This design comes from an exercise in tuning for small area and few clock cycles per item on the open sky130 flow, not from production work.
Function was checked by simulation only, so behaviour that the tests miss may differ from the original.

==> 04-03: inputs <==
// DCSformer
module DCSformer(
	clk,
	rst_n,
	i_valid,
	w_valid,
	i_data,
	w_data,
	w_ready,
	o_valid,
	o_data
);
clock: 6.0 ns
lec_check: 0
cap_margin: 0
core_margin: 2
core_utilization: 58
cts_cluster_diameter: 80
cts_cluster_size: 24
slew_margin: 0
standard.sh (not shown) runs the stock make flow with config.mk's settings and CLKGATE_MAP_FILE= SYNTH_SCRIPT=/design/flow/synth_recipe.tcl, a recipe that flattens the netlist after the stock synthesis.
==> flow/flow/run.sh <==
#!/bin/bash
# Own flow: the standard synthesis, then flow/bubble.py removes inverters
# around full adders in the synthesized netlist (a full adder is self-dual, so
# it can be implemented in complemented form), then the standard layout
# from that netlist. Each step logs to its own file in this folder.
set -euo pipefail
R=orfs/results/${FLOW_PLATFORM}/DCSformer/base
bash standard.sh synth > synth.log 2>&1
cp "$R/1_2_yosys.v" "$R/1_2_yosys.std.v"
python3 flow/bubble.py "$R/1_2_yosys.std.v" "$R/1_2_yosys.v" > bubble.log 2>&1
rm -f "$R/1_synth.odb" "$R/1_synth.sdc"
bash standard.sh > layout.log 2>&1
Other scripts of this flow, unchanged in this note and not shown: flow/flow/bubble.py
==> inputs of 09-05, as changes to 04-03 <==
Settings changed: CORE_UTILIZATION 58 to 62.
==> impl_metrics.csv <==
group,metric,value,unit
worst_setup_path,required,6.65,ns
die,coreArea,139900,um^2
cells_and_area,buf_share,0.02798,
global_route,use_met3,0.07496,
timing,worst-slew-pin-transition,0.9194,ns
drt,wl_met1,91.34,mm
status,status,"complete, no violations",
clock_tree,clock_latency,0.80,ns
cells_and_area,antenna_cells,3,
cells_and_area,fill_cells,10660,
drt,wl,208.3,mm
-- figures above: 04-03

==> impl_metrics.csv <==
group,metric,value,unit
die,coreArea,131300,um^2
drt,wl,204.5,mm
cells_and_area,buf_share,0.02679,
timing,worst-slew-pin-transition,0.9699,ns
cells_and_area,fill_cells,9386,
drt,wl_met1,88.70,mm
cells_and_area,antenna_cells,4,
worst_setup_path,required,6.66,ns
status,status,"complete, no violations",
clock_tree,clock_latency,0.76,ns
-- figures above: 09-05

Testbench counts of 04-03, summed over its fixed seeds: cycles 29,944, items 192.
Testbench counts of 09-05, summed over its fixed seeds: cycles 29,944, items 192.

========
==> branch nickel: inputs <==
Another version of the RTL of DCSformer (not shown whole).
Design DCSformer, start of the top module:
module DCSformer(
	clk,
	rst_n,
	i_valid,
	w_valid,
	i_data,
	w_data,
	w_ready,
	o_valid,
	o_data
);
input               clk, rst_n, i_valid, w_valid;
input         [7:0] i_data, w_data;
output logic        w_ready, o_valid;
output logic [31:0] o_data;
logic [6:0] icnt;    
logic       evt1;    
logic       evt;     
logic       pre;     
logic       act;     
logic [7:0] actm;    
logic [4:0] ost;     
logic       clr;     
logic       hi6;     
logic       lo6;     
wire act_n = act ? (ost != 5'd23) : pre;
always_ff @(posedge clk, negedge rst_n) begin
	if (!rst_n) begin
		icnt    <= '0;
		evt1    <= 1'b0;
		evt     <= 1'b0;
		pre     <= 1'b0;
		w_ready <= 1'b0;
		act     <= 1'b0;
		actm    <= '0;
		ost     <= '0;
		o_valid <= 1'b0;
		clr     <= 1'b1;
		hi6     <= 1'b0;
		lo6     <= 1'b0;
	end else begin
		if (i_valid) icnt <= icnt + 7'd1;
		clr     <= (icnt[3:0] == 4'd0);
		evt1    <= i_valid && (icnt[3:0] == 4'd15);
		evt     <= evt1;
		w_ready <= evt1 && (icnt == 7'd0);
		pre     <= w_valid && !pre && !act;
		act     <= act_n;
		actm    <= {8{act_n}};
		if (act)
			ost <= ost + 5'd1;
		else if (pre)
  ...
clock: 6.0 ns
lec_check: 0
cap_margin: 0
core_margin: 2
core_utilization: 55
slew_margin: 0
run.sh (not shown) runs the stock make flow with config.mk's settings and CLKGATE_MAP_FILE= SYNTH_SCRIPT=/design/flow/synth_recipe.tcl, a recipe that flattens the netlist after the stock synthesis.
Stock flow here: none of the scripts above is used.
==> branch willow: changes against branch nickel <==
--- a/flow/config.mk
+++ b/flow/config.mk
@@ -10,2 +10,4 @@
 export CORE_UTILIZATION = 55
+export CTS_CLUSTER_DIAMETER = 80
+export CTS_CLUSTER_SIZE = 24
 export SLEW_MARGIN = 0
==> branch zinc: changes against branch nickel <==
--- a/flow/config.mk
+++ b/flow/config.mk
@@ -10,2 +10,4 @@
 export CORE_UTILIZATION = 55
+export CTS_CLUSTER_DIAMETER = 70
+export CTS_CLUSTER_SIZE = 32
 export SLEW_MARGIN = 0
==> notes.md <==
In synthesized area, branch willow and branch nickel do not differ.
Against branch willow, the clock skew of branch zinc is higher by 0.0095 ns.
Non-clock buffer count is the same in branch willow and branch zinc.
The highest sequential share of layout area belongs to branch willow, the lowest to branch nickel.
Synthesized cell count is the same in branch nickel and branch zinc.
Utilization: branch willow < branch zinc < branch nickel.
==> figures <==
Number of antenna violations at the first check in global routing: branch willow 13; branch zinc 12; branch nickel 10
Met3 routed WL: branch willow 22.1 mm; branch zinc 22.0 mm; branch nickel 22.1 mm
Total via count after detailed routing: branch willow 48.6k; branch zinc 48.7k; branch nickel 49.0k
Number of global-route vias before repair: branch willow 47.0k; branch zinc 47.1k; branch nickel 48.1k
Global routing met1 resource utilization: branch willow 46.5%; branch zinc 46.2%; branch nickel 46.6%
Multi-input gate area in the final layout: branch willow 32500 um^2; branch zinc 32600 um^2; branch nickel 32500 um^2
Outcome: branch willow timing/DRC/antenna clean; branch zinc timing/DRC/antenna clean; branch nickel timing/DRC/antenna clean
Ratio of cells with drive above 1 in the final layout: branch willow 8.96%; branch zinc 9.43%; branch nickel 10.9%
Setup slack of the worst register-to-register path: branch willow 0.16 ns; branch zinc 0.14 ns; branch nickel 0.14 ns
Slew of the pin with the lowest slew margin: branch willow 1.24 ns; branch zinc 1.20 ns; branch nickel 1.18 ns
Multi-input gate share of total cell area: branch willow 35.2%; branch zinc 34.9%; branch nickel 34.1%
Fraction of standard cell area that is sequential: branch willow 50.5%; branch zinc 50.2%; branch nickel 49.1%
Post-cts resize count: branch willow 3; branch zinc 7; branch nickel 2
Non-clock buffer total of the final layout: branch willow 365; branch zinc 365; branch nickel 354
Testbench counts of branch nickel, summed over its fixed seeds: cycles 29,944, items 192.
Testbench counts of branch willow, summed over its fixed seeds: cycles 29,944, items 192.
Testbench counts of branch zinc, summed over its fixed seeds: cycles 29,944, items 192.

## what the ideal ports hide
No port has a modelled driver above. Below, the same layouts with a new extraction and two added sets of constraints.
Step 1 (the two cells are an assumption about what drives the block):
set clk [get_ports {clk}]
set_driving_cell -lib_cell sky130_fd_sc_hd__clkbuf_16 $clk
set_driving_cell -lib_cell sky130_fd_sc_hd__buf_2 [delete_from_list [all_inputs] $clk]
Step 2 adds t to the input delays and takes it off the output delays; t is the mean of the earliest and latest rising clock arrival at the registers after step 1. Input paths then give back, and output paths get back, about the clock's delay inside the block.
a / b / c = ideal ports / drivers / drivers and shift; a / b = the first two.
| run | shift t [ns] | setup WS [ns] | worst setup path at the end | clock arrival spread, ns |
|---|---|---|---|---|
| 04-03 | 0.845 | 0.164 / 0.164 / 0.164 | register to register | 0.061 / 0.061 |
| 09-05 | 0.824 | 0.112 / 0.112 / 0.112 | register to register | 0.045 / 0.046 |
| branch nickel | 0.889 | 0.135 / 0.135 / 0.135 | register to register | 0.069 / 0.069 |
| branch willow | 0.862 | 0.159 / 0.159 / 0.159 | register to register | 0.054 / 0.054 |
| branch zinc | 0.845 | 0.138 / 0.138 / 0.138 | register to register | 0.062 / 0.061 |
After both steps every run listed still meets setup and hold.
